Context: an optimization exercise on an open-source flow, tuned for small area. The choices shown serve that exercise and are no tape-out recipe.
Only simulation tests tie the RTL to the original design; equivalence was not proved.
No activity file was given, so power comes from the tool's default toggle rates.

--- flow/run.sh ---
#!/bin/bash
# synth_recipe.tcl (not shown) runs the flow's synth.tcl, then flattens the netlist and writes it again
# the make line also repeats each setting of config.mk as NAME=value (left out here)
make -C /OpenROAD-flow-scripts/flow DESIGN_CONFIG=/design/flow/config.mk WORK_HOME=/design/flow/orfs CLKGATE_MAP_FILE= SYNTH_SCRIPT=/design/flow/synth_recipe.tcl finish
--- flow/config.mk ---
export PLATFORM = sky130hd
export DESIGN_NAME = top
export DESIGN_NICKNAME = top
export VERILOG_FILES = /design/flow/design.v
export SDC_FILE = /design/flow/constraint.sdc
export NUM_CORES = 4
export LEC_CHECK = 0
export CAP_MARGIN = 20
export CORE_MARGIN = 2
export CORE_UTILIZATION = 40
export SLEW_MARGIN = 20
--- flow/constraint.sdc ---
create_clock -name core_clock -period 10.0 [get_ports {clk}]
set_input_delay 2.0000 -clock core_clock [delete_from_list [all_inputs] [get_ports {clk}]]
set_output_delay 2.0000 -clock core_clock [all_outputs]
set_load 0.01 [all_outputs]
--- flow/design.v ---
`timescale 1ns / 100ps
module top(
     input wire clk, reset,
     input wire start, si,
     output wire [3:0] an,
     output wire [7:0] sseg
    );
wire [4:0] dig3_in, dig2_in, dig1_in, dig0_in;
wire [4:0] dig3_out, dig2_out, dig1_out, dig0_out;
LF_counter top_unit
(.clk(clk), .reset(reset), .start(start), .si(si),
.dig3(dig3_in), .dig2(dig2_in), .dig1(dig1_in), .dig0(dig0_in));
my_register register_unit
(.clk(clk), .reset(reset), .data3_in(dig3_in), .data2_in(dig2_in), .data1_in(dig1_in), .data0_in(dig0_in), 
.data3_out(dig3_out), .data2_out(dig2_out), .data1_out(dig1_out), .data0_out(dig0_out));
seg7 seg7_unit
(.clk(clk), .reset(reset), .sseg(sseg), .an(an),
.in3(dig3_out), .in2(dig2_out), .in1(dig1_out), .in0(dig0_out));  
endmodule
`timescale 1ns / 100ps
module LF_counter(
     input wire clk, reset,
     input wire start, si,
     output wire [4:0] dig3, dig2, dig1, dig0
    );
reg [2:0] state_reg, state_next;
wire [15:0] prd;
wire [19:0] dvnd, dvsr, quo;
reg prd_start, div_start, b2b_start, adj_start;
wire prd_done_tick, div_done_tick, b2b_done_tick, adj_done_tick;
wire [3:0]  bcd10, bcd9, bcd8, bcd7, bcd6, bcd5, bcd4, bcd3, bcd2, bcd1, bcd0;
localparam [2:0] idle = 3'b000,
                 count = 3'b001,
                 frq = 3'b010,
                 b2b = 3'b011,
                 adjust = 3'b100;
counter counter_unit
(.clk(clk), .reset(reset), .start(prd_start), .si(si), .ready(),
.done_tick(prd_done_tick), .prd(prd));
division #(.W(20), .CBIT(6)) div_unit
(.clk(clk), .reset(reset), .start(div_start), .dvnd(dvnd), .dvsr(dvsr),
.quo(quo), .rmd(), .ready(), .done_tick(div_done_tick));
BCD b2b_unit
(.clk(clk), .reset(reset), .start(b2b_start), .bin(quo[19:0]), .ready(),
.done_tick(b2b_done_tick), .bcd10(bcd10), .bcd9(bcd9), .bcd8(bcd8), .bcd7(bcd7), .bcd6(bcd6), 
.bcd5(bcd5), .bcd4(bcd4),  .bcd3(bcd3), .bcd2(bcd2), .bcd1(bcd1), .bcd0(bcd0));
adjust adjust_unit
(.clk(clk), .reset(reset), .bcd10(bcd10), .bcd9(bcd9), .bcd8(bcd8), .bcd7(bcd7), .bcd6(bcd6),
.bcd5(bcd5), .bcd4(bcd4),  .bcd3(bcd3), .bcd2(bcd2), .bcd1(bcd1), .bcd0(bcd0), .done_tick(adj_done_tick), .start(adj_start),
.dig3(dig3), .dig2(dig2), .dig1(dig1), .dig0(dig0));
assign dvnd = 20'd1000000;  
assign dvsr =  prd;
always @(posedge clk)
  if (reset)
    state_reg <= idle;
  else
    state_reg <= state_next;
always @*
  begin
    state_next = state_reg;
    prd_start = 1'b0;
    div_start = 1'b0;
    b2b_start = 1'b0;
    adj_start = 1'b0;
      case (state_reg)
        idle: if (start) begin
              prd_start = 1'b1;
              state_next = count; end
        count: if (prd_done_tick) begin
               div_start = 1'b1;
               state_next = frq; end
        frq: if (div_done_tick) begin
             b2b_start = 1'b1;
             state_next = b2b; end
        b2b: if (b2b_done_tick) begin
             adj_start = 1'b1;
             state_next = adjust; end
        adjust: if (adj_done_tick)
                state_next = idle;
        default: state_next = idle;
      endcase
  end 
endmodule
`timescale 1ns / 100ps
module counter(
    input wire clk, reset,
    input wire start, si,
    output reg ready, done_tick,
    output wire [19:0] prd
    );
localparam [15:0] MAX_COUNTER_NUMBER = 50;  
reg [1:0] state_reg, state_next;
reg [6:0] t_reg, t_next;  
reg [19:0] p_reg, p_next;  
reg delay_reg;
wire edg;   
localparam [1:0] idle = 2'b00,
                 waite = 2'b01, 
                 count = 2'b10,
                 done = 2'b11;
always @(posedge clk)
  if (reset)
    begin
      state_reg <= idle;
      t_reg <= 0;
      p_reg <= 0;
      delay_reg <= 0;
    end
  else
    begin
      state_reg <= state_next;
      t_reg <= t_next;
      p_reg <= p_next;
      delay_reg <= si; 
    end
 assign edg = ~delay_reg & si;
always @*
  begin
    state_next = state_reg;
    ready = 1'b0;
    done_tick = 1'b0;
    t_next = t_reg;
    p_next = p_reg;
    case (state_reg)
      idle: begin ready = 1'b1;
              if (start == 1)
                state_next = waite;
            end
      waite: if (edg == 1) begin  
             state_next = count;
             t_next = 0;
             p_next = 0; end
      count: if (edg == 1)  
               state_next = done;
             else begin  
               t_next = t_reg + 1;
                 if (t_reg == MAX_COUNTER_NUMBER - 1) begin
                   t_next = 0;
                   p_next = p_reg + 1; end
               end
       done: begin done_tick = 1'b1;
               state_next = idle; end
       default: state_next = idle;
     endcase
  end
assign prd = p_reg;
endmodule
`timescale 1ns / 100ps
module division
#(
parameter W = 8,
         CBIT = 4  
 )
(
    input wire clk, reset,
    input wire start,
    input wire [W-1:0] dvsr, dvnd,
    output reg ready, done_tick,
    output wire [W-1:0] quo, rmd
    );
reg [1:0] state_reg, state_next;
reg [W-1:0] rh_reg, rh_next, rl_reg, rl_next, rh_tmp;
reg [W-1:0] d_reg, d_next;
reg [CBIT-1:0] n_reg, n_next;
reg q_bit;
localparam [1:0] idle = 2'b00,
                 op = 2'b01,
                 last = 2'b10,
                 done = 2'b11;
always @(posedge clk)
  if (reset)
    begin
      state_reg <= idle;
      rh_reg <= 0;
      rl_reg <= 0;
      n_reg <= 0;
      d_reg <= 0;
    end
  else
    begin
      state_reg <= state_next;
      rh_reg <= rh_next;
      rl_reg <= rl_next;
      d_reg <= d_next;
      n_reg <= n_next;
    end
always @*
  begin
    ready = 1'b0;
    done_tick = 1'b0;
    state_next = state_reg;
    n_next = n_reg;
    d_next = d_reg;
    rh_next = rh_reg;
    rl_next = rl_reg;
    case (state_reg)
      idle: begin ready = 1'b1;
              if (start) begin
                rh_next = 0;
                rl_next = dvnd;  
                d_next = dvsr;  
                n_next = W;  
                state_next = op; end end
      op: begin  
          rl_next = {rl_reg [W-2:0], q_bit};
          rh_next = {rh_tmp [W-2:0], rl_reg[W-1]};
          n_next = n_reg - 1;
            if (n_reg == 1) state_next = last;
          end
      last: begin
              rl_next = {rl_reg[W-2:0], q_bit};
              rh_next = rh_tmp;
              state_next = done; end
      done: begin 
              done_tick = 1'b1;
              state_next = idle; end
      default: state_next = idle;
   endcase
  end
always @*
  if (rh_reg >= d_reg) begin
    rh_tmp = rh_reg - d_reg;
    q_bit = 1'b1; end
  else begin
    rh_tmp = rh_reg;
    q_bit = 1'b0; end
assign quo = rl_reg;
assign rmd = rh_reg;
endmodule
`timescale 1ns / 100ps
module BCD(
    input wire [19:0] bin,
    input wire clk, reset, start,
    output reg ready, done_tick,
    output wire [3:0] bcd10, bcd9, bcd8, bcd7, bcd6, bcd5, bcd4, bcd3, bcd2, bcd1, bcd0
    );
reg [19:0] p2s_reg, p2s_next;  
reg [1:0] state_reg, state_next;
reg [3:0] bcd10_reg, bcd9_reg, bcd8_reg, bcd7_reg, bcd6_reg, bcd5_reg, bcd4_reg, bcd3_reg, bcd2_reg, bcd1_reg, bcd0_reg;
wire [3:0] bcd10_tmp, bcd9_tmp, bcd8_tmp, bcd7_tmp, bcd6_tmp, bcd5_tmp, bcd4_tmp, bcd3_tmp, bcd2_tmp, bcd1_tmp, bcd0_tmp;
reg [3:0] bcd10_next, bcd9_next, bcd8_next, bcd7_next, bcd6_next, bcd5_next, bcd4_next, bcd3_next, bcd2_next, bcd1_next, bcd0_next;
reg [6:0] n_reg, n_next;  
 localparam [1:0] idle = 2'b00,
                  op = 2'b01,
                  done = 2'b10;
always @(posedge clk)
  begin
    if (reset)
      begin
        p2s_reg <= 0;
        state_reg <= idle;
        n_reg <= 0;
        bcd10_reg <= 0;
        bcd9_reg <= 0;
        bcd8_reg <= 0;
        bcd7_reg <= 0;
        bcd6_reg <= 0;
        bcd5_reg <= 0;
        bcd4_reg <= 0;
        bcd3_reg <= 0;
        bcd2_reg <= 0;
        bcd1_reg <= 0;
        bcd0_reg <= 0;
      end
    else
      begin
         p2s_reg <= p2s_next;
         state_reg <= state_next;
         n_reg <= n_next;
         bcd10_reg <= bcd10_next;
         bcd9_reg <= bcd9_next;
         bcd8_reg <= bcd8_next;
         bcd7_reg <= bcd7_next;
         bcd6_reg <= bcd6_next;
         bcd5_reg <= bcd5_next;
         bcd4_reg <= bcd4_next;
         bcd3_reg <= bcd3_next;
         bcd2_reg <= bcd2_next;
         bcd1_reg <= bcd1_next;
         bcd0_reg <= bcd0_next;
       end
   end
always @*
  begin
    state_next = state_reg;
    p2s_next = p2s_reg;
    n_next = n_reg;
    bcd10_next = bcd10_reg;
    bcd9_next = bcd9_reg;
    bcd8_next = bcd8_reg;
    bcd7_next = bcd7_reg;
    bcd6_next = bcd6_reg;
    bcd5_next = bcd5_reg;
    bcd4_next = bcd4_reg;
    bcd3_next = bcd3_reg;
    bcd2_next = bcd2_reg;
    bcd1_next = bcd1_reg;
    bcd0_next = bcd0_reg;
    ready = 1'b0;
    done_tick = 1'b0;
      case (state_reg)
        idle: begin ready = 1'b1;
               if (start == 1'b1) begin
               state_next = op;
               n_next = 6'b010100;  
               bcd10_next = 0;
               bcd9_next = 0;
               bcd8_next = 0;
               bcd7_next = 0;
               bcd6_next = 0;
               bcd5_next = 0;
               bcd4_next = 0;
               bcd3_next = 0;
               bcd2_next = 0;
               bcd1_next = 0;
               bcd0_next = 0;
               p2s_next = bin; end end
        op: begin p2s_next = p2s_reg << 1;
            bcd0_next = {bcd0_tmp [2:0], p2s_reg [19]};
            bcd1_next = {bcd1_tmp [2:0], bcd0_tmp [3]};
            bcd2_next = {bcd2_tmp [2:0], bcd1_tmp [3]};
            bcd3_next = {bcd3_tmp [2:0], bcd2_tmp [3]};
            bcd4_next = {bcd4_tmp [2:0], bcd3_tmp [3]};
            bcd5_next = {bcd5_tmp [2:0], bcd4_tmp [3]};
            bcd6_next = {bcd6_tmp [2:0], bcd5_tmp [3]};
            bcd7_next = {bcd7_tmp [2:0], bcd6_tmp [3]};
            bcd8_next = {bcd8_tmp [2:0], bcd7_tmp [3]};
            bcd9_next = {bcd9_tmp [2:0], bcd8_tmp [3]};
            bcd10_next = {bcd10_tmp [2:0], bcd9_tmp [3]};
            n_next = n_reg - 1;
              if (n_next == 0)
                state_next = done;
            end
        done: begin done_tick = 1'b1;
              state_next = idle; end
        default: state_next = idle;
      endcase
  end
assign bcd0_tmp = (bcd0_reg > 4) ? bcd0_reg + 3 : bcd0_reg;
assign bcd1_tmp = (bcd1_reg > 4) ? bcd1_reg + 3 : bcd1_reg;
assign bcd2_tmp = (bcd2_reg > 4) ? bcd2_reg + 3 : bcd2_reg;
assign bcd3_tmp = (bcd3_reg > 4) ? bcd3_reg + 3 : bcd3_reg;
assign bcd4_tmp = (bcd4_reg > 4) ? bcd4_reg + 3 : bcd4_reg;
assign bcd5_tmp = (bcd5_reg > 4) ? bcd5_reg + 3 : bcd5_reg;
assign bcd6_tmp = (bcd6_reg > 4) ? bcd6_reg + 3 : bcd6_reg;
assign bcd7_tmp = (bcd7_reg > 4) ? bcd7_reg + 3 : bcd7_reg;
assign bcd8_tmp = (bcd8_reg > 4) ? bcd8_reg + 3 : bcd8_reg;
assign bcd9_tmp = (bcd9_reg > 4) ? bcd9_reg + 3 : bcd9_reg;
assign bcd10_tmp = (bcd10_reg > 4) ? bcd10_reg + 3 : bcd10_reg;
assign bcd10 = bcd10_reg;
assign bcd9 = bcd9_reg;
assign bcd8 = bcd8_reg;
assign bcd7 = bcd7_reg;
assign bcd6 = bcd6_reg;
assign bcd5 = bcd5_reg;
assign bcd4 = bcd4_reg;
assign bcd3 = bcd3_reg;
assign bcd2 = bcd2_reg;
assign bcd1 = bcd1_reg;
assign bcd0 = bcd0_reg;
endmodule
`timescale 1ns / 100ps
module adjust(
    input wire clk, reset,
    input wire start,
    input wire [3:0] bcd10, bcd9, bcd8, bcd7, bcd6, bcd5, bcd4, bcd3, bcd2, bcd1, bcd0,
    output wire [4:0] dig3, dig2, dig1, dig0,
    output reg done_tick, ready
    );
reg [1:0] state_reg, state_next;
reg [4:0] bcd10_reg, bcd9_reg, bcd8_reg, bcd7_reg, bcd6_reg, bcd5_reg, bcd4_reg, bcd3_reg, bcd2_reg, bcd1_reg, bcd0_reg;
reg [4:0] bcd10_next, bcd9_next, bcd8_next, bcd7_next, bcd6_next, bcd5_next, bcd4_next, bcd3_next, bcd2_next, bcd1_next, bcd0_next;
localparam [1:0] idle = 2'b00,
                 op = 2'b01,
                 done = 2'b10;
always @(posedge clk)
  if (reset)
    begin
      state_reg <= 0;
      bcd0_reg <= 0;
      bcd1_reg <= 0;
      bcd2_reg <= 0;
      bcd3_reg <= 0;
      bcd4_reg <= 0;
      bcd5_reg <= 0;
      bcd6_reg <= 0;
      bcd7_reg <= 0;
      bcd8_reg <= 0;
      bcd9_reg <= 0;
      bcd10_reg <= 0;
    end
  else
    begin
      state_reg <= state_next;
      bcd0_reg <= bcd0_next;
      bcd1_reg <= bcd1_next;
      bcd2_reg <= bcd2_next;
      bcd3_reg <= bcd3_next;
      bcd4_reg <= bcd4_next;
      bcd5_reg <= bcd5_next;
      bcd6_reg <= bcd6_next;
      bcd7_reg <= bcd7_next;
      bcd8_reg <= bcd8_next;
      bcd9_reg <= bcd9_next;
      bcd10_reg <= bcd10_next;
    end
always @*
  begin
    state_next = state_reg;
    bcd0_next = bcd0_reg;
    bcd1_next = bcd1_reg;
    bcd2_next = bcd2_reg;
    bcd3_next = bcd3_reg;
    bcd4_next = bcd4_reg;
    bcd5_next = bcd5_reg;
    bcd6_next = bcd6_reg;
    bcd7_next = bcd7_reg;
    bcd8_next = bcd8_reg;
    bcd9_next = bcd9_reg;
    bcd10_next = bcd10_reg;
    done_tick = 1'b0;
    ready = 1'b0;
      case (state_reg) idle: begin ready = 1'b1;
                               if (start == 1'b1) begin
                               bcd0_next = {1'b1, bcd0};
                               bcd1_next = {1'b0, bcd1};
                               bcd2_next = {1'b0, bcd2};
                               bcd3_next = {1'b0, bcd3};
                               bcd4_next = {1'b0, bcd4};
                               bcd5_next = {1'b0, bcd5};
                               bcd6_next = {1'b0, bcd6};
                               bcd7_next = {1'b0, bcd7};
                               bcd8_next = {1'b0, bcd8};
                               bcd9_next = {1'b0, bcd9};
                               bcd10_next = {1'b0, bcd10};
                               state_next = op; end
                             else state_next = idle; end
                       op: if (bcd10_next == 0) begin
                             {bcd10_next, bcd9_next, bcd8_next, bcd7_next, bcd6_next, bcd5_next, bcd4_next, bcd3_next, bcd2_next, bcd1_next, bcd0_next} =
                             {bcd10_next, bcd9_next, bcd8_next, bcd7_next, bcd6_next, bcd5_next, bcd4_next, bcd3_next, bcd2_next, bcd1_next, bcd0_next} << 5;
                             end
                           else
                             state_next = done;
                      done: begin done_tick = 1'b1;
                            state_next = idle; end
                      default: state_next = idle;
        endcase
  end
assign dig3 = bcd10_reg;
assign dig2 = bcd9_reg;
assign dig1 = bcd8_reg;
assign dig0 = bcd7_reg; 
endmodule
`timescale 1ns / 100ps
module my_register(
    input wire clk, reset,
    input wire [4:0] data3_in, data2_in, data1_in, data0_in,
    output reg [4:0] data3_out, data2_out, data1_out, data0_out
    );
always @(posedge clk)
  if (reset)
    begin
      data3_out <= 0; 
      data2_out <= 0;  
      data1_out <= 0;  
      data0_out <= 0;
    end
  else
    begin
      data3_out <= data3_in;   
      data2_out <= data2_in; 
      data1_out <= data1_in; 
      data0_out <= data0_in;   
    end
endmodule
`timescale 1ns / 100ps
module seg7(
    input wire clk, reset,
    input wire [4:0] in3, in2, in1, in0,
    output reg [3:0] an,  
    output reg [7:0] sseg  
    );
localparam N = 18;
reg [N-1:0] q_reg;
wire [N-1:0] q_next;
reg [3:0] hex_in;
wire [3:0] digit3, digit2, digit1, digit0;
wire  dot3, dot2, dot1, dot0;
reg dot;
assign digit3 = in3 [3:0];
assign digit2 = in2 [3:0];
assign digit1 = in1 [3:0];
assign digit0 = in0 [3:0];
assign dot3 = in3 [4];
assign dot2 = in2 [4];
assign dot1 = in1 [4];
assign dot0 = in0 [4];
always @(posedge clk)
  if (reset)
    q_reg <= 0; 
  else
    q_reg <= q_next;
assign q_next = q_reg + 1;
always @*
begin
  case (q_reg[N-1:N-2])
    2'b00:
      begin
        an = 4'b1110;
        hex_in = digit0;
        dot = dot0;
      end
    2'b01:
      begin
        an = 4'b1101;
        hex_in = digit1;
        dot = dot1;
      end
    2'b10:
      begin
        an = 4'b1011;
        hex_in = digit2;
        dot = dot2;
      end
    default:
      begin
        an = 4'b0111;
        hex_in = digit3;
        dot = dot3;
      end
    endcase
end
always @*
  begin
    case (hex_in)
      4'h0: sseg [6:0] = 7'b1111110;
      4'h1: sseg [6:0] = 7'b0110000;
      4'h2: sseg [6:0] = 7'b1101101;
      4'h3: sseg [6:0] = 7'b1111001;
      4'h4: sseg [6:0] = 7'b0110011;
      4'h5: sseg [6:0] = 7'b1011011;
      4'h6: sseg [6:0] = 7'b1011111;
      4'h7: sseg [6:0] = 7'b1110000;
      4'h8: sseg [6:0] = 7'b1111111;
      4'h9: sseg [6:0] = 7'b1111011;
      4'ha: sseg [6:0] = 7'b1110111;
      4'hb: sseg [6:0] = 7'b0011111;
      4'hc: sseg [6:0] = 7'b1001110;
      4'hd: sseg [6:0] = 7'b0111101;
      4'he: sseg [6:0] = 7'b1001111;
      default: sseg [6:0] =  7'b1000111;  
    endcase
    sseg[7] = dot;
  end
endmodule
==> impl_metrics.toml, run 1 <==
[run_status]
status = "finished clean"

[logic_synthesis]
synth_flop_cell = "dfxtp_1"
yosysSeqAreaShare_pct = 41.7
syn_avg_cell_area_sq_um = 8.23
async_reset_ff_share_pct = 0
synth_nets = 1579
synthesis.area_sq_mm = 0.0125
ys_ff_latch = 261
synth_cell_type_count = 72
ys_warn_count = 8
syn_inst = 1523
synth_edf_count = 0

[floorplanning]
initial_core_util_pct = 40.8
pin_count = 16
die_y_microns = 181
rows = 64
coreArea_sq_mm = 0.0307
die_x_microns = 181
die_area_sq_mm = 0.0328

[final_layout]
multi_input_area_sq_mm = 0.00667
nets = 1544
post-route-cell-area_sq_mm = 0.0139
antennaDiodeCount = 0
instances_no_fill = 1904
post_route_cells_drive_above_1_share_pct = 5.70
ff_latch_area_sq_mm = 0.00523
fillers = 3053
fin_util_pct = 45.3
area_delta_synth_final_pct = 11.2

[detailed_routing]
routedWlPerCell_microns = 13.9
drt-pass1-iter-count = 5
drc = 0
num_vias = 10224
drt_iter0_drc = 666
ant_nets = 0
vias_per_cell = 5.37
wl_microns = 26500

[power_and_ir_drop]
peakVddDrop_mv = 0.137
pwr_density_cell_mw_per_mm2 = 176
power_leakage_nw = 4.93

[placed_design]
gp_congestion = 0.820
portBuffers = 15
placed_area_sq_mm = 0.0129
dp_hpwl_microns = 17000
dp.cells = 1853

[flow_run]
drv_cap = 0

[worst_setup_path]
cpPeakStageDelay_ps = 650
critPathKind = "register to primary output"
worst_path_max_delay_cell = "mux4_2"
start_kind = "register"
r2r-start = "top_unit.div_unit.rh_reg[0]$_SDFFE_PP0P_"
crit_fanout = 11
endpoint_kind = "primary output"
arrival_ps = 3220
crit_start = "seg7_unit.q_reg[16]$_SDFF_PP0_"
worstPathCellList = "mux4_2 > ha_1 > inv_1 > mux4_2 > inv_1 > clkdlybuf4s50_1"
required_ps = 8000

[clock_network]
cts_hold_buf = 0
cts_setup_buffers = 0
clkTransAtPathRegs_ps = 60
clock_latency_ps = 560
cts_tree = "done"
clockBufferDepth = 3
numCtsBuffers = 29
clock-sinks = 261
root_buffer = "clkbuf_16"
cts_max_level = 1
cts_resized = 0

[hold_path]
min_path_type = "register to register"
worstHoldStart = "top_unit.div_unit.d_reg[7]$_SDFFE_PP0P_"

[global_routing]
grt_usage_pct = 16.2
grt_pass1_wl_microns = 46200
grt_pass1_vias = 9666
grt_max_degree = 86
grt_antenna_before_repair = 0
grt_overflow = 0

[timing]
worst_pin_slew_ps = 1010
rsz0062_at_grt = "no"
min_period_ps = 5220
setup_tns_ps = 0
hold_viol = 0
slew_headroom_pct = 32.9
timing.fmax_ghz = 0.192
fin_worst_skew_ps = 13.6
setup_viol = 0
finalCritPeriodShare_pct = 52.2
slew_viol_final = 0
hold_ws_ps = 453
==> critical path: cells and delay by family (launching register included) <==
| family | cells | cell delay [ps] |
|---|---|---|
| multiplexers | 2 | 1090 |
| flip-flops | 1 | 630 |
| buffers and inverters | 3 | 630 |
| adder cells (fa/ha/maj) | 1 | 320 |
==> cell usage in the layout (no fill, tap or decap), types with 6 or more instances in the layout <==
cell type	instances
nand4_1	14
a21oi_1	117
buf_4	11
o21ai_0	76
a22oi_1	48
a21o_1	6
nand3b_1	7
nor2b_1	24
dfxtp_1	261
nor3_1	34
mux4_2	7
xor2_1	22
xnor2_1	29
nand2b_1	11
clkdlybuf4s50_1	14
clkinv_2	6
nand3_1	38
nor3b_1	9
mux2i_1	26
a2bb2oi_1	16
a31oi_1	7
bufinv_16	6
inv_1	77
a311oi_1	46
clkbuf_16	29
nor2_1	171
ha_1	51
nand2_1	206
and3_1	8
or3_1	27
o21a_1	7
==> final cells by class <==
type	count	share of cell area [%]
clock buffer	38	5.74
timing repair buffer	26	1.68
tap	396	3.55
sequential	261	37.5
clock inverter	13	1.65
inverter	77	2.07
multi-input combinational	1093	47.8
==> where the power goes <==
group	switching, mW	internal [mW]
sequential	0.0222	1.06
combinational	0.150	0.0702
clock	0.430	0.716
total	0.602	1.85
==> stage by stage <==
step | worst slack [ps] | power (mW)
6_report | 4780 | 2.45
2_1_floorplan | 6000 | 1.29
5_1_grt | 4600 | 2.56
3_5_place_dp | 5330 | 1.33
4_1_cts | 4720 | 2.48
3_3_place_gp | 5360 | 1.33
==> Yosys cell counts, types with 16 or more instances <==
master     number  area (sq um)
dfxtp_1       261          5230
nand2_1       206           773
nor2_1        172           646
a21oi_1       118           591
inv_1          77           289
o21ai_0        76           380
clkbuf_1       73           274
ha_1           51           638
a22oi_1        48           360
a311oi_1       46           403
nand3_1        38           190
nor3_1         34           170
xnor2_1        29           254
or3_1          27           169
mux2i_1        26           260
nor2b_1        26           163
xor2_1         22           193
a2bb2oi_1      16           140
==> worst paths after layout <==
kind,end,slack (ps),cells past startpoint
setup / recovery,sseg[3],4780,6
hold / removal,top_unit.div_unit.d_reg[7]$_SDFFE_PP0P_,450,2
setup reg to reg,top_unit.div_unit.rh_reg[15]$_SDFFE_PP0P_,6680,11
hold reg to reg,top_unit.div_unit.d_reg[7]$_SDFFE_PP0P_,450,2
==> logic make-up (layout without fill, tap and decap cells) <==
group           Yosys count  after routing  share of synthesized area [%]
compound gates          370            370                           19.1
mux                      36             36                           3.60
fa+ha+maj                52             52                           5.25
buf+inv                 169            154                           5.32
xor+xnor                 51             51                           3.56
flops                   261            261                           41.7
simple gates            584            584                           21.4
==> routing by layer <==
layer  track usage, %  vias up  routed length, microns
met2             26.9      136                   11800
met5                0        -                       0
met3             2.30       38                     885
li1                 -     5272                       -
met4             3.77        0                     385
met1             22.3     4778                   13400
==> run 2, diff against run 1 <==
==> flow/design.v (replaced) <==
`timescale 1ns / 100ps
module top(
     input wire clk, reset,
     input wire start, si,
     output reg [3:0] an,
     output reg [7:0] sseg
    );
localparam [2:0] IDLE = 3'd0, WAIT = 3'd1, CNT = 3'd2, FIN = 3'd3,
                 DIV = 3'd4, PAD = 3'd5;
reg [2:0] state;
reg [17:0] scan;           
reg si_d;
reg [5:0] t;               
reg z;                     
reg pend;                  
reg c;                     
reg s;                     
reg d;                     
reg [15:0] p;              
reg [15:0] r;              
reg [15:0] dsp;            
reg [1:0] dotp;            
wire [3:0] ph = scan[3:0];
wire ph0 = (ph == 4'd0);
wire ph15 = (ph == 4'd15);
wire edg = si & ~si_d;
wire div = (state == DIV);
wire first = (t == 6'd0);
wire tick = (state == CNT) & ~edg & (t == 6'd49);
wire le1 = z | (p[15:1] == 15'd0);
wire le10 = (p[15:4] == 12'd0) & (p[3:0] <= 4'd10);
wire le100 = (p[15:7] == 9'd0) & (p[6:0] <= 7'd100);
wire pz = z | (p == 16'd0);
wire [19:0] dvnd = le1 ? 20'd1000 : le10 ? 20'd10000 : le100 ? 20'd100000 : 20'd1000000;
wire [19:0] zq = 20'd1048;   
wire [4:0] bi = 5'd19 - t[4:0];
wire sub = div & ~s;
wire rb = r[0] & ~(div & first);
wire pb = p[0] & ~z;
wire a = div & (ph0 ? dvnd[bi] : d);
wire bx = pb ^ sub;
wire cin = ph0 ? (div ? sub : pend) : c;
wire sum = a ^ bx ^ cin;
wire cout = (a & bx) | (a & cin) | (bx & cin);
wire sgn = rb ^ sub ^ cout;    
wire q = pz ? zq[bi] : ~sgn;
function [3:0] adj(input [3:0] x);
  adj = (x >= 4'd5) ? x + 4'd3 : x;
endfunction
wire pad = (state == PAD);
wire [15:0] dd = pad ? dsp : {dsp[15:12], adj(dsp[11:8]), adj(dsp[7:4]), adj(dsp[3:0])};
wire top0 = (dsp[15:12] == 4'd0);
wire shift = (div & ph15) | (pad & ~(ph[1:0] == 2'd0 & ~top0));
always @(posedge clk)
  if (reset)
    begin
      state <= IDLE;
      scan <= 0;
      si_d <= 0;
      t <= 0;
      pend <= 0;
    end
  else
    begin
      scan <= scan + 1'b1;
      si_d <= si;
      pend <= tick | (pend & ~ph0);
      case (state)
        IDLE: if (start) state <= WAIT;
        WAIT: if (edg) state <= CNT;
        CNT: if (edg) state <= FIN;
        FIN: if (ph15 & ~pend) state <= DIV;
        DIV: if (ph15 & (t == 6'd19)) state <= PAD;
        PAD: if (ph[1:0] == 2'd0 & ~top0) state <= IDLE;
        default: state <= IDLE;
      endcase
      if (state == CNT)
        t <= (edg | (t == 6'd49)) ? 6'd0 : t + 1'b1;
      else if (div)
        t <= t + ph15;
      else
        t <= 0;
    end
always @(posedge clk)
  begin
    if (state == IDLE || state == WAIT)
      z <= 1'b1;
    else if (tick)
      z <= 1'b0;
    c <= cout;
    d <= rb;
    if (div & ph15)
      s <= sgn;
    else if (!div)
      s <= 1'b0;
    p <= {(state == CNT || state == FIN) ? (sum & ~z) : p[0], p[15:1]};
    r <= {sum, r[15:1]};
  end
always @(posedge clk)
  if (reset || state == FIN)
    begin
      dsp <= 0;
      dotp <= 0;
    end
  else
    begin
      if (shift)
        dsp <= {dd[14:0], div & q};
      if (div & first & ph0)
        dotp <= {1'b0, ~le1 & ~le100};
      else if (pad & (ph[1:0] == 2'd0) & top0)
        dotp <= dotp + 1'b1;
    end
reg [3:0] hex;
reg dot;
always @*
  begin
    case (scan[17:16])
      2'd0: begin an = 4'b1110; hex = dsp[3:0]; dot = (dotp == 2'd1); end
      2'd1: begin an = 4'b1101; hex = dsp[7:4]; dot = (dotp == 2'd2); end
      2'd2: begin an = 4'b1011; hex = dsp[11:8]; dot = (dotp == 2'd3); end
      default: begin an = 4'b0111; hex = dsp[15:12]; dot = 1'b0; end
    endcase
    case (hex)
      4'h0: sseg[6:0] = 7'b1111110;
      4'h1: sseg[6:0] = 7'b0110000;
      4'h2: sseg[6:0] = 7'b1101101;
      4'h3: sseg[6:0] = 7'b1111001;
      4'h4: sseg[6:0] = 7'b0110011;
      4'h5: sseg[6:0] = 7'b1011011;
      4'h6: sseg[6:0] = 7'b1011111;
      4'h7: sseg[6:0] = 7'b1110000;
      4'h8: sseg[6:0] = 7'b1111111;
      default: sseg[6:0] = 7'b1111011;
    endcase
    sseg[7] = dot;
  end
endmodule
--- a/flow/config.mk
+++ b/flow/config.mk
@@ -7,2 +7,3 @@
 export LEC_CHECK = 0
+export ABC_AREA = 1
 export CAP_MARGIN = 20
==> impl_metrics.toml, run 2 <==
[timing]
setup_tns_ps = 0
setup_viol = 0
finalCritPeriodShare_pct = 50.3
timing.fmax_ghz = 0.199
slew_headroom_pct = 40.9
rsz0062_at_grt = "no"
fin_worst_skew_ps = 13.0
slew_viol_final = 0
hold_viol = 0
min_period_ps = 5030
worst_pin_slew_ps = 883

[final_layout]
antennaDiodeCount = 0
post_route_cells_drive_above_1_share_pct = 7.86
area_delta_synth_final_pct = 11.3
regMostFlops = "scan"
largest_register_ffs = 18
nets = 586
layout_commonest_cell = "dfxtp_1"
fillers = 1036
final_cell_mix = "dfxtp_1 (82), nand2_1 (80), inv_1 (75)"

[logic_synthesis]
ys_warn_count = 1
synth.area.top_cells = "dfxtp_1 (40%), ha_1 (7.9%), nand2_1 (7.2%)"
async_reset_ff_share_pct = 0
ys_ff_latch = 83
synth_edf_count = 1
synth_cell_type_count = 51
syn_avg_cell_area_sq_um = 7.69
syn_inst = 539
synth_nets = 570
yosysSeqAreaShare_pct = 40.4
synth_flop_cell = "dfxtp_1"
synth_top_cells_by_count = "dfxtp_1 (82), nand2_1 (80), inv_1 (75)"
yosys.area.top_type = "dfxtp_1"
synth.most_common_cell = "dfxtp_1"
synth.top_cell.area_share_pct = 39.6
synthesis.area_sq_mm = 0.00414

[floorplanning]
initial_core_util_pct = 40.7
coreArea_sq_mm = 0.0102
rows = 37
pin_count = 16
die_y_microns = 106
die_area_sq_mm = 0.0112
die_x_microns = 106

[detailed_routing]
drc = 0
wl_microns = 8190
routedWlPerCell_microns = 11.8
drt-pass1-iter-count = 4
ant_nets = 0
vias_per_cell = 4.84
num_vias = 3371
drt_iter0_drc = 146

[clock_network]
cts_setup_buffers = 0
clock-sinks = 83
cts_hold_buf = 0
cts_tree = "done"
clock_latency_ps = 350
numCtsBuffers = 9
cts_resized = 0
cts_max_level = 3
clockBufferDepth = 2
root_buffer = "clkbuf_8"
clkTransAtPathRegs_ps = 90

[worst_setup_path]
start_kind = "register"
critPathKind = "register to primary output"
required_ps = 8000
arrival_ps = 3030
endpoint_kind = "primary output"
crit_fanout = 6

[placed_design]
gp_congestion = 0.857
dp_hpwl_microns = 6030
portBuffers = 15

[global_routing]
grt_antenna_before_repair = 0
grt_use_met1_pct = 20.1
busiest_layer = "met2"
grt_max_degree = 31
met2_usage_pct = 26.2
grt_use_met3_pct = 3.83
grt_overflow = 0
grt_pass1_wl_microns = 14400
grt_usage_pct = 15.8
grt_pass1_vias = 3192

[power_and_ir_drop]
peakVddDrop_mv = 0.133
pwr_density_cell_mw_per_mm2 = 205
power_mw = 0.943
power_leakage_nw = 1.93

[run_status]
status = "finished clean"

[hold_path]
min_path_type = "register to register"

[flow_run]
drv_cap = 0
## run 2: changes by cell type in the layout (fill, tap and decap cells not counted), sizes merged, moves of 27 or more
cell | before | now
a21oi | 118 | 44
a22oi | 48 | 0
a311oi | 46 | 0
dfxtp | 261 | 82
nand2 | 207 | 82
nor2 | 173 | 66
o21ai | 79 | 50
or3 | 27 | 0
xnor2 | 29 | 2
## run 2: critical path: stages (launching register included)
cell	delay (ps)
dfxtp_1	410
inv_1	120
ha_1	230
inv_1	90
o21ai_0	80
o22ai_1	420
inv_1	140
ha_1	220
or2_2	300
o211ai_1	90
clkdlybuf4s50_1	570
## run 2: cell families after synthesis
logic type | count (synthesis) | synth area share [%]
xor gates and xnor gates | 11 | 2.51
and+or+nand+nor | 206 | 23.6
buffers and inverters | 90 | 8.37
AOI/OAI and AO/OA | 119 | 16.1
muxes | 3 | 0.815
DFF | 83 | 40.4
adders and majority gates | 27 | 8.34
## run 2: final timing paths
kind	slack, ps	cells after the start	end	start
max	4970	10	sseg[6]	scan[16]$_SDFF_PP0_
min reg2reg	320	0	r[12]$_DFF_P_	r[13]$_DFF_P_
min	320	0	r[12]$_DFF_P_	r[13]$_DFF_P_
max reg2reg	7140	14	dsp[0]$_SDFFE_PP0P_	t[2]$_SDFF_PP0_
## run 2: per-stage QoR
step | cell area [sq um] | worst slack [ps] | util [%] | hold WS (ps) | instances
after global placement | 4420 | 5460 | 43.4 | 310 | 680
after floorplan | 4140 | 6050 | - | 310 | 539
after CTS | 4610 | 4930 | 45.3 | 325 | 696
final | 4610 | 4970 | 45.3 | 325 | 696
after detailed placement | 4420 | 5340 | 43.4 | 312 | 680
after global routing | 4610 | 4730 | 45.3 | 320 | 696
## run 2: final cells by class
cell class | count | area (sq um) | area share (%)
multi-input combinational | 366 | 2120 | 46.1
inverter | 80 | 300 | 6.51
clock buffer | 13 | 149 | 3.23
sequential | 83 | 1670 | 36.2
tap | 136 | 170 | 3.69
clock inverter | 3 | 46.3 | 1.00
timing repair buffer | 15 | 150 | 3.26
## run 2: metal layers
layer,routed length [microns],part of all wire [%]
met1,4020,49
met2,3820,47
met3,233,2.8
met4,122,1.5
met5,0,0
## run 2: report_power, final
part / internal, mW / total (mW) / leakage, nW / switching, mW
logic: 0.0906 / 0.234 / 1.15 / 0.143
registers: 0.417 / 0.471 / 0.686 / 0.0537
clock network: 0.124 / 0.239 / 0.0943 / 0.116
==> run 3, diff against run 2 <==
--- a/flow/config.mk
+++ b/flow/config.mk
@@ -7,3 +7,2 @@
 export LEC_CHECK = 0
-export ABC_AREA = 1
 export CAP_MARGIN = 20
@@ -11,2 +10,4 @@
 export CORE_UTILIZATION = 40
+export CTS_CLUSTER_DIAMETER = 100
+export CTS_CLUSTER_SIZE = 40
 export SLEW_MARGIN = 20
==> impl_metrics.toml, run 3 <==
[timing]
slew_viol_final = 0
setup_tns_ps = 0
hold_viol = 0
fin_worst_skew_ps = 8.92
setup_viol = 0
finalCritPeriodShare_pct = 51.8
worst_pin_slew_ps = 698
slew_headroom_pct = 53.3
min_period_ps = 5180
timing.fmax_ghz = 0.193
rsz0062_at_grt = "no"
hold_ws_ps = 330

[logic_synthesis]
synth_top_cells_by_count = "dfxtp_1 (82), nor2_1 (48), nand2_1 (42)"
yosys.area_share.simple_pct = 20.5
synth_flop_cell = "dfxtp_1"
synth.top_cell.area_share_pct = 40.2
ys_warn_count = 1
ys_ff_latch = 83
synthesis.area_sq_mm = 0.00408
synth_compound_area_share_pct = 17.8
synth.area.top_cells = "dfxtp_1 (40%), ha_1 (8.0%), nor2_1 (4.4%)"
synth_cell_type_count = 64
synth-xor-area-share_pct = 5.80
synth.most_common_cell = "dfxtp_1"
synthAdderAreaFrac_pct = 8.47
synth_top_family_by_area = "simple AND/OR/NAND/NOR gates"
yosys.area.top_type = "dfxtp_1"
yosysSeqAreaShare_pct = 41.0
synth_edf_count = 1
yosys-mux-area-fraction_pct = 0.736
async_reset_ff_share_pct = 0
synth_nets = 494
syn_avg_cell_area_sq_um = 8.81
syn_inst = 463

[power_and_ir_drop]
power_mw = 0.709
peakVddDrop_mv = 0.122
p_switching_mw = 0.204
pwr_density_cell_mw_per_mm2 = 159
p_clk_share_pct = 31.1
combPwrFrac_pct = 11.2
power_leakage_nw = 1.64
seq_power_share_pct = 57.8
p_int_mw = 0.504
switching_share_pct = 28.8

[final_layout]
instances_no_fill = 607
area_delta_synth_final_pct = 9.08
nets = 500
fin_util_pct = 45.3
fillers = 1006
largest_register_ffs = 18
regMostFlops = "scan"
antennaDiodeCount = 0
layout_commonest_cell = "dfxtp_1"
final_cell_mix = "dfxtp_1 (82), nor2_1 (48), nand2_1 (42)"
post_route_cells_drive_above_1_share_pct = 5.49

[detailed_routing]
drt_iter0_drc = 130
drt-pass1-iter-count = 6
vias_per_cell = 5.17
num_vias = 3141
wl_microns = 7890
routedWlPerCell_microns = 13.0
ant_nets = 0
drc = 0

[worst_setup_path]
cpPeakStageDelay_ps = 530
worstPathCellList = "inv_1 > ha_1 > a222oi_1 > nand2_1 > o21ai_0 > inv_1 > ha_1 > o21ai_0 > a21o_1 > clkdlybuf4s50_1"
required_ps = 8000
crit_start = "scan[16]$_SDFF_PP0_"
start_kind = "register"
r2r_setup_slack_ps = 6470
arrival_ps = 3180
worst_path_max_delay_cell = "clkdlybuf4s50_1"
endpoint_kind = "primary output"
crit_fanout = 5
r2r-start = "t[2]$_SDFF_PP0_"
critPathKind = "register to primary output"

[hold_path]
worstHoldStart = "r[11]$_DFF_P_"
min_path_type = "register to register"

[placed_design]
dp.cells = 591
portBuffers = 15
gp_congestion = 0.787
dp_hpwl_microns = 5610

[global_routing]
grt_max_degree = 30
grt_usage_pct = 15.1
grt_antenna_before_repair = 0
grt_pass1_vias = 2987
grt_pass1_wl_microns = 13700
grt_overflow = 0

[floorplanning]
pin_count = 16
die_y_microns = 105
die_area_sq_mm = 0.0110
initial_core_util_pct = 41.5
die_x_microns = 105
rows = 36
coreArea_sq_mm = 0.00982

[clock_network]
cts_setup_buffers = 0
root_buffer = "clkbuf_8"
clock_latency_ps = 350
cts_tree = "done"
clockBufferDepth = 2
cts_max_level = 3
clkTransAtPathRegs_ps = 80
numCtsBuffers = 9
cts_hold_buf = 0
clock-sinks = 83
cts_resized = 0

[run_status]
status = "finished clean"

[flow_run]
drv_cap = 0
## run 3: critical path: cells and delay by family, from the launching register on
kind            cells  cell delay, ps
compound gates      4            1000
fa+ha+maj           2             500
buf+inv             3             820
flops               1             410
simple gates        1              80
## run 3: final timing paths
check / end / cells after the start
min reg2reg: r[10]$_DFF_P_ / 0
max reg2reg: dsp[0]$_SDFFE_PP0P_ / 14
max: sseg[1] / 10
min: r[10]$_DFF_P_ / 0
## run 3: layout make-up
type                    count  area [sq um]  share of cell area, %
clock buffers              11           141                   3.18
clock inverters             5          36.3                  0.816
inverters                  27           101                   2.28
multi-input cells         332          2170                   48.9
flip-flops and latches     83          1670                   37.6
well taps                 133           166                   3.74
repair buffers             16           158                   3.54
## run 3: stage by stage
stage | setup WS, ps | instance area, sq um
2_1_floorplan | 6000 | 4080
3_3_place_gp | 5400 | 4270
3_5_place_dp | 5210 | 4270
4_1_cts | 4800 | 4450
5_1_grt | 4530 | 4450
6_report | 4820 | 4450
## run 3: layer usage
metal  track usage, %  routed length [microns]  up-vias
met4             5.62                       94        0
met3             2.99                      226       13
met1             19.9                     4020     1461
met2             24.4                     3550       41
met5                0                        0        -
li1                 -                        -     1626
## run 3: cells by family after synthesis
group,Yosys count
simple gates,167
compound gates,108
flops,83
buf+inv,48
xor+xnor,27
fa+ha+maj,27
mux,3
## run 3: power by group through the flow
stage	registers, mW	logic [mW]	clock network [mW]
finish	0.409	0.0791	0.220
global route	0.416	0.0913	0.239
CTS	0.409	0.0796	0.228
floorplan	0.399	0.0747	0
global placement	0.415	0.0780	0
detailed placement	0.416	0.0791	0
==> run 4, diff against run 3 <==
--- a/flow/config.mk
+++ b/flow/config.mk
@@ -7,2 +7,3 @@
 export LEC_CHECK = 0
+export ABC_CLOCK_PERIOD_IN_PS = 100000
 export CAP_MARGIN = 20
@@ -10,4 +11,2 @@
 export CORE_UTILIZATION = 40
-export CTS_CLUSTER_DIAMETER = 100
-export CTS_CLUSTER_SIZE = 40
 export SLEW_MARGIN = 20
==> impl_metrics.toml, run 4 <==
[floorplanning]
die_y_microns = 105
die_area_sq_mm = 0.0110
pin_count = 16
initial_core_util_pct = 41.5
rows = 36
coreArea_sq_mm = 0.00982
die_x_microns = 105

[final_layout]
final_cell_mix = "dfxtp_1 (82), nor2_1 (48), nand2_1 (42)"
nets = 500
layout_commonest_cell = "dfxtp_1"
fillers = 1006
multi_input_area_sq_mm = 0.00217
post_route_cells_drive_above_1_share_pct = 5.49
largest_register_ffs = 18
ff_latch_area_sq_mm = 0.00167
antennaDiodeCount = 0
regMostFlops = "scan"
post-route-cell-area_sq_mm = 0.00445
area_delta_synth_final_pct = 9.08

[worst_setup_path]
endpoint_kind = "primary output"
start_kind = "register"
crit_fanout = 5
required_ps = 8000
critPathKind = "register to primary output"
arrival_ps = 3180

[flow_run]
drv_cap = 0

[timing]
fin_worst_skew_ps = 8.92
slew_viol_final = 0
setup_tns_ps = 0
min_period_ps = 5180
worst_pin_slew_ps = 698
hold_viol = 0
finalCritPeriodShare_pct = 51.8
slew_headroom_pct = 53.3
setup_viol = 0
timing.fmax_ghz = 0.193
rsz0062_at_grt = "no"

[logic_synthesis]
syn_avg_cell_area_sq_um = 8.81
synth.top_cell.area_share_pct = 40.2
syn_inst = 463
yosys.area.top_type = "dfxtp_1"
synth_cell_type_count = 64
async_reset_ff_share_pct = 0
synth.most_common_cell = "dfxtp_1"
synth.area.top_cells = "dfxtp_1 (40%), ha_1 (8.0%), nor2_1 (4.4%)"
synth_edf_count = 1
yosysSeqAreaShare_pct = 41.0
synth_nets = 494
ys_warn_count = 1
synth_top_cells_by_count = "dfxtp_1 (82), nor2_1 (48), nand2_1 (42)"
synthesis.area_sq_mm = 0.00408
ys_ff_latch = 83
synth_flop_cell = "dfxtp_1"

[hold_path]
min_path_type = "register to register"

[clock_network]
clock-sinks = 83
cts_tree = "done"
cts_hold_buf = 0
clock_latency_ps = 350
cts_resized = 0
numCtsBuffers = 9
clkTransAtPathRegs_ps = 80
cts_max_level = 3
cts_setup_buffers = 0
clockBufferDepth = 2
root_buffer = "clkbuf_8"

[placed_design]
placed_area_sq_mm = 0.00427
portBuffers = 15
gp_congestion = 0.787
dp_hpwl_microns = 5610

[power_and_ir_drop]
power_mw = 0.709
pwr_density_cell_mw_per_mm2 = 159
peakVddDrop_mv = 0.122
power_leakage_nw = 1.64

[global_routing]
grt_max_degree = 30
grt_pass1_vias = 2987
grt_usage_pct = 15.1
grt_pass1_wl_microns = 13700
grt_antenna_before_repair = 0
grt_overflow = 0

[detailed_routing]
wl_microns = 7890
drc = 0
vias_per_cell = 5.17
drt-pass1-iter-count = 6
num_vias = 3141
ant_nets = 0
routedWlPerCell_microns = 13.0
drt_iter0_drc = 130

[run_status]
status = "finished clean"
run 4: cell counts after synthesis:
No cell type changed its count.
run 4: per-layer routing:
| layer | global-route usage [%] | wire [microns] |
|---|---|---|
| met5 | 0 | 0 |
| met4 | 5.62 | 94 |
| met3 | 2.99 | 226 |
| met2 | 24.4 | 3550 |
| met1 | 19.9 | 4020 |
run 4: critical path: stages (launching register included):
cell	delay, ps
dfxtp_1	410
inv_1	120
ha_1	270
a222oi_1	380
nand2_1	80
o21ai_0	230
inv_1	170
ha_1	230
o21ai_0	260
a21o_1	130
clkdlybuf4s50_1	530
run 4: layout make-up:
type / instances / area share (%)
inverters: 27 / 2.28
well taps: 133 / 3.74
repair buffers: 16 / 3.54
clock buffers: 11 / 3.18
flip-flops and latches: 83 / 37.6
clock inverters: 5 / 0.816
multi-input cells: 332 / 48.9
run 4: kinds of logic after synthesis:
kind of cell               count (synthesis)  synth area share [%]
xor gates and xnor gates                  27                  5.80
AOI/OAI and AO/OA                        108                  17.8
DFF                                       83                  41.0
and+or+nand+nor                          167                  20.5
adders and majority gates                 27                  8.47
buffers and inverters                     48                  5.71
muxes                                      3                 0.736
run 4: final timing paths:
| kind | cells after the start | to | slack [ps] | start |
|---|---|---|---|---|
| max | 10 | sseg[1] | 4820 | scan[16]$_SDFF_PP0_ |
| min | 0 | r[10]$_DFF_P_ | 330 | r[11]$_DFF_P_ |
| max reg2reg | 14 | dsp[0]$_SDFFE_PP0P_ | 6470 | t[2]$_SDFF_PP0_ |
| min reg2reg | 0 | r[10]$_DFF_P_ | 330 | r[11]$_DFF_P_ |
run 4: power by group:
part	total, mW	switching, mW	internal [mW]
combinational	0.0791	0.0454	0.0337
sequential	0.409	0.0366	0.373
clock	0.220	0.122	0.0981
total	0.709	0.204	0.504
run 4: stage by stage:
step / hold slack [ps] / util, % / worst slack [ps] / instances
3_3_place_gp: 312 / 43.5 / 5400 / 591
6_report: 330 / 45.3 / 4820 / 607
3_5_place_dp: 312 / 43.5 / 5210 / 591
5_1_grt: 337 / 45.3 / 4530 / 607
2_1_floorplan: 310 / - / 6000 / 463
4_1_cts: 331 / 45.3 / 4800 / 607
==> run 5, diff against run 4 <==
--- a/flow/config.mk
+++ b/flow/config.mk
@@ -7,3 +7,2 @@
 export LEC_CHECK = 0
-export ABC_CLOCK_PERIOD_IN_PS = 100000
 export CAP_MARGIN = 20
==> impl_metrics.toml, run 5 <==
[placed_design]
portBuffers = 15
gp_congestion = 0.787
dp_hpwl_microns = 5610
placed_area_sq_mm = 0.00427
place_ws_ps = 5210

[final_layout]
fillers = 1006
multi_input_area_sq_mm = 0.00217
nets = 500
ff_latch_area_sq_mm = 0.00167
final_cell_mix = "dfxtp_1 (82), nor2_1 (48), nand2_1 (42)"
regMostFlops = "scan"
layout_commonest_cell = "dfxtp_1"
post_route_cells_drive_above_1_share_pct = 5.49
area_delta_synth_final_pct = 9.08
largest_register_ffs = 18
antennaDiodeCount = 0
post-route-cell-area_sq_mm = 0.00445

[floorplanning]
die_y_microns = 105
initial_core_util_pct = 41.5
pin_count = 16
rows = 36
die_x_microns = 105
die_area_sq_mm = 0.0110
coreArea_sq_mm = 0.00982

[global_routing]
grt_antenna_before_repair = 0
grt_pass1_vias = 2987
grt_overflow = 0
grt_usage_pct = 15.1
grt_max_degree = 30
grt_pass1_wl_microns = 13700

[detailed_routing]
vias_per_cell = 5.17
ant_nets = 0
wl_microns = 7890
routedWlPerCell_microns = 13.0
num_vias = 3141
drt_iter0_drc = 130
drc = 0
drt-pass1-iter-count = 6

[timing]
finalCritPeriodShare_pct = 51.8
fin_worst_skew_ps = 8.92
slew_headroom_pct = 53.3
setup_tns_ps = 0
hold_viol = 0
slew_viol_final = 0
min_period_ps = 5180
rsz0062_at_grt = "no"
setup_ws_ps = 4820
setup_viol = 0
timing.fmax_ghz = 0.193
worst_pin_slew_ps = 698
hold_ws_ps = 330

[logic_synthesis]
synth.top_cell.area_share_pct = 40.2
synth.most_common_cell = "dfxtp_1"
syn_inst = 463
synth_edf_count = 1
async_reset_ff_share_pct = 0
synth_cell_type_count = 64
synth_top_cells_by_count = "dfxtp_1 (82), nor2_1 (48), nand2_1 (42)"
yosysSeqAreaShare_pct = 41.0
synth_nets = 494
synth.area.top_cells = "dfxtp_1 (40%), ha_1 (8.0%), nor2_1 (4.4%)"
synthesis.area_sq_mm = 0.00408
ys_ff_latch = 83
ys_warn_count = 1
synth_flop_cell = "dfxtp_1"
syn_avg_cell_area_sq_um = 8.81
yosys.area.top_type = "dfxtp_1"

[power_and_ir_drop]
p_clk_share_pct = 31.1
switching_share_pct = 28.8
peakVddDrop_mv = 0.122
seq_power_share_pct = 57.8
power_leakage_nw = 1.64
pwr_density_cell_mw_per_mm2 = 159
p_switching_mw = 0.204
combPwrFrac_pct = 11.2
p_int_mw = 0.504

[run_status]
status = "finished clean"

[clock_network]
clockBufferDepth = 2
cts_resized = 0
clkTransAtPathRegs_ps = 80
clock-sinks = 83
numCtsBuffers = 9
cts_setup_buffers = 0
cts_tree = "done"
cts_hold_buf = 0
cts_max_level = 3
root_buffer = "clkbuf_8"
clock_latency_ps = 350

[worst_setup_path]
start_kind = "register"
critPathKind = "register to primary output"
endpoint_kind = "primary output"
crit_fanout = 5
required_ps = 8000
path_buf_inv = 3
worstPathCellList = "inv_1 > ha_1 > a222oi_1 > nand2_1 > o21ai_0 > inv_1 > ha_1 > o21ai_0 > a21o_1 > clkdlybuf4s50_1"
arrival_ps = 3180
worst_path_max_delay_cell = "clkdlybuf4s50_1"
critical_path.top_delay_family = "compound AO/OA/AOI/OAI gates"
cpPeakStageDelay_ps = 530

[flow_run]
drv_cap = 0

[hold_path]
min_path_type = "register to register"
==> run 5: cell counts after synthesis <==
Identical to the previous run, type by type.
==> run 5: stage by stage <==
| step | power, mW | util (%) | cells |
|---|---|---|---|
| final | 0.709 | 45.3 | 607 |
| after global routing | 0.746 | 45.3 | 607 |
| after CTS | 0.717 | 45.3 | 607 |
| after detailed placement | 0.495 | 43.5 | 591 |
| after global placement | 0.493 | 43.5 | 591 |
| after floorplan | 0.474 | - | 463 |
==> run 5: cell type report <==
type	instances	area share (%)
clock buffers	11	3.18
inverters	27	2.28
repair buffers	16	3.54
multi-input cells	332	48.9
clock inverters	5	0.816
well taps	133	3.74
flip-flops and latches	83	37.6
==> run 5: routing by layer <==
| layer | vias up | wire length, microns | track usage [%] |
|---|---|---|---|
| met5 | - | 0 | 0 |
| met4 | 0 | 94 | 5.62 |
| met3 | 13 | 226 | 2.99 |
| met2 | 41 | 3550 | 24.4 |
| met1 | 1461 | 4020 | 19.9 |
| li1 | 1626 | - | - |
==> run 5: cells by family (layout without fill, tap and decap cells) <==
| group | count (synthesis) | count (layout) | synth area share (%) |
|---|---|---|---|
| compound gates | 108 | 108 | 17.8 |
| fa+ha+maj | 27 | 27 | 8.47 |
| simple gates | 167 | 167 | 20.5 |
| buf+inv | 48 | 59 | 5.71 |
| mux | 3 | 3 | 0.736 |
| flops | 83 | 83 | 41.0 |
| xor+xnor | 27 | 27 | 5.80 |
==> run 5: final timing paths <==
check                           slack (ps)  cells after the start             endpoint           startpoint
worst max-delay path                  4820                     10              sseg[1]  scan[16]$_SDFF_PP0_
worst min register to register         330                      0        r[10]$_DFF_P_        r[11]$_DFF_P_
worst max register to register        6470                     14  dsp[0]$_SDFFE_PP0P_      t[2]$_SDFF_PP0_
worst min-delay path                   330                      0        r[10]$_DFF_P_        r[11]$_DFF_P_
==> run 5: power groups by stage <==
stage | Sequential, mW | Combinational, mW | Clock [mW]
2_1_floorplan | 0.399 | 0.0747 | 0
3_3_place_gp | 0.415 | 0.0780 | 0
3_5_place_dp | 0.416 | 0.0791 | 0
4_1_cts | 0.409 | 0.0796 | 0.228
5_1_grt | 0.416 | 0.0913 | 0.239
6_report | 0.409 | 0.0791 | 0.220
==> run 6, diff against run 5 <==
--- a/flow/config.mk
+++ b/flow/config.mk
@@ -10,2 +10,3 @@
 export CORE_UTILIZATION = 40
+export CTS_BUF_LIST = sky130_fd_sc_hd__clkbuf_8
 export SLEW_MARGIN = 20
==> impl_metrics.toml, run 6 <==
[run_status]
status = "finished clean"

[logic_synthesis]
synthesis.area_sq_mm = 0.00408
synth_top_cells_by_count = "dfxtp_1 (82), nor2_1 (48), nand2_1 (42)"
yosys.area.top_type = "dfxtp_1"
ys_ff_latch = 83
synth.area.top_cells = "dfxtp_1 (40%), ha_1 (8.0%), nor2_1 (4.4%)"
yosysSeqAreaShare_pct = 41.0
synth.most_common_cell = "dfxtp_1"
synth_cell_type_count = 64
synth_flop_cell = "dfxtp_1"
synth.top_cell.area_share_pct = 40.2
syn_inst = 463
synth_edf_count = 1
syn_avg_cell_area_sq_um = 8.81
synth_nets = 494
async_reset_ff_share_pct = 0
ys_warn_count = 1

[global_routing]
grt_max_degree = 30
grt_pass1_wl_microns = 13700
grt_antenna_before_repair = 0
grt_pass1_vias = 2987
grt_overflow = 0
grt_usage_pct = 15.1

[hold_path]
min_path_type = "register to register"

[timing]
slew_headroom_pct = 53.3
fin_worst_skew_ps = 8.83
slew_viol_final = 0
timing.fmax_ghz = 0.193
setup_viol = 0
hold_ws_ps = 330
min_period_ps = 5180
finalCritPeriodShare_pct = 51.8
setup_tns_ps = 0
worst_pin_slew_ps = 699
hold_viol = 0
rsz0062_at_grt = "no"

[floorplanning]
die_area_sq_mm = 0.0110
die_y_microns = 105
coreArea_sq_mm = 0.00982
die_x_microns = 105
pin_count = 16
rows = 36
initial_core_util_pct = 41.5

[clock_network]
clock_latency_ps = 350
root_buffer = "clkbuf_8"
cts_hold_buf = 0
clkTransAtPathRegs_ps = 80
numCtsBuffers = 9
cts_setup_buffers = 0
clockBufferDepth = 2
cts_tree = "done"
clock-sinks = 83
cts_resized = 0
cts_max_level = 3

[final_layout]
post_route_cells_drive_above_1_share_pct = 5.49
area_delta_synth_final_pct = 9.08
final_cell_mix = "dfxtp_1 (82), nor2_1 (48), nand2_1 (42)"
layout_commonest_cell = "dfxtp_1"
nets = 500
regMostFlops = "scan"
antennaDiodeCount = 0
largest_register_ffs = 18

[worst_setup_path]
arrival_ps = 3180
required_ps = 8000
endpoint_kind = "primary output"
start_kind = "register"
crit_fanout = 5
critPathKind = "register to primary output"

[placed_design]
portBuffers = 15
dp_hpwl_microns = 5610
gp_congestion = 0.787

[detailed_routing]
wl_microns = 7900
ant_nets = 0
vias_per_cell = 5.19
drt_iter0_drc = 130
drc = 0
routedWlPerCell_microns = 13.0
drt-pass1-iter-count = 6
num_vias = 3149

[power_and_ir_drop]
power_leakage_nw = 1.64
peakVddDrop_mv = 0.122
pwr_density_cell_mw_per_mm2 = 159

[flow_run]
drv_cap = 0
## run 6: cell counts after synthesis
Identical to the previous run, type by type.
## run 6: routing by layer
metal,part of all wire (%),vias to the layer above,GRT usage (%),routed length [microns]
li1,-,1625,-,-
met3,2.8,11,2.99,220
met4,1.1,0,5.62,90
met2,45,34,24.4,3560
met1,51,1479,19.9,4030
met5,0,-,0,0
## run 6: final timing paths
| check | start | end | slack, ps | cells past startpoint |
|---|---|---|---|---|
| max | scan[16]$_SDFF_PP0_ | sseg[1] | 4820 | 10 |
| min | r[11]$_DFF_P_ | r[10]$_DFF_P_ | 330 | 0 |
| max reg2reg | t[2]$_SDFF_PP0_ | dsp[0]$_SDFFE_PP0P_ | 6470 | 14 |
| min reg2reg | r[11]$_DFF_P_ | r[10]$_DFF_P_ | 330 | 0 |
## run 6: cells by family after synthesis
| logic type | after synthesis | share of synthesized area, % |
|---|---|---|
| adder cells (fa/ha/maj) | 27 | 8.47 |
| flip-flops | 83 | 41.0 |
| AO/OA/AOI/OAI | 108 | 17.8 |
| XOR/XNOR | 27 | 5.80 |
| buffers and inverters | 48 | 5.71 |
| multiplexers | 3 | 0.736 |
| AND/OR/NAND/NOR | 167 | 20.5 |
## run 6: metrics by stage
stage | instance area [sq um] | instances | power (mW) | util (%) | setup slack (ps)
6_report | 4450 | 607 | 0.708 | 45.3 | 4820
5_1_grt | 4450 | 607 | 0.745 | 45.3 | 4530
4_1_cts | 4450 | 607 | 0.716 | 45.3 | 4800
3_5_place_dp | 4270 | 591 | 0.495 | 43.5 | 5210
3_3_place_gp | 4270 | 591 | 0.493 | 43.5 | 5400
2_1_floorplan | 4080 | 463 | 0.474 | - | 6000
## run 6: critical path, stage by stage, from the launching register on
cell and delay [ps]:
dfxtp_1 410, inv_1 120, ha_1 270, a222oi_1 380, nand2_1 80, o21ai_0 230, inv_1 170, ha_1 230
o21ai_0 260, a21o_1 130, clkdlybuf4s50_1 530
## run 6: where the power goes
part | internal, mW | switching (mW)
clock | 0.0971 | 0.122
combinational | 0.0337 | 0.0454
sequential | 0.373 | 0.0366
## run 6: area by class of cell
class	count	area (sq um)
multi-input combinational	332	2170
clock inverter	6	40.0
clock buffer	10	138
tap	133	166
timing repair buffer	16	158
fill	1006	5370
inverter	27	101
sequential	83	1670

static timing again, ports no longer ideal:
The flow's constraints put no driver on any port. The routed layouts listed below were extracted and timed again, unchanged, in two steps.
Step 1, drivers: a clkbuf_16 drives clk and a buf_2 each remaining input, both assumed.
Step 2 also shifts input and output timing later by t, the mid clock arrival at the registers, as if the neighbouring blocks saw the same clock.
a / b / c = ideal / step 1 / step 2; a / b = the first two.
run | shift t [ns] | setup slack, ns | slew at the worst register clock pin (ns) | pins driven straight from the clock port
run 1 | 0.603 | 4.783 / 4.734 / 5.336 | 0.06 / 0.06 | 1
run 2 | 0.378 | 4.968 / 4.933 / 5.311 | 0.09 / 0.09 | 1
run 3 | 0.380 | 4.819 / 4.788 / 5.168 | 0.09 / 0.09 | 1
run 4 | 0.380 | 4.819 / 4.788 / 5.168 | 0.09 / 0.09 | 1
run 5 | 0.380 | 4.819 / 4.788 / 5.168 | 0.09 / 0.09 | 1
run 6 | 0.380 | 4.818 / 4.786 / 5.166 | 0.09 / 0.09 | 1
After both steps setup and hold are still met in every run listed.
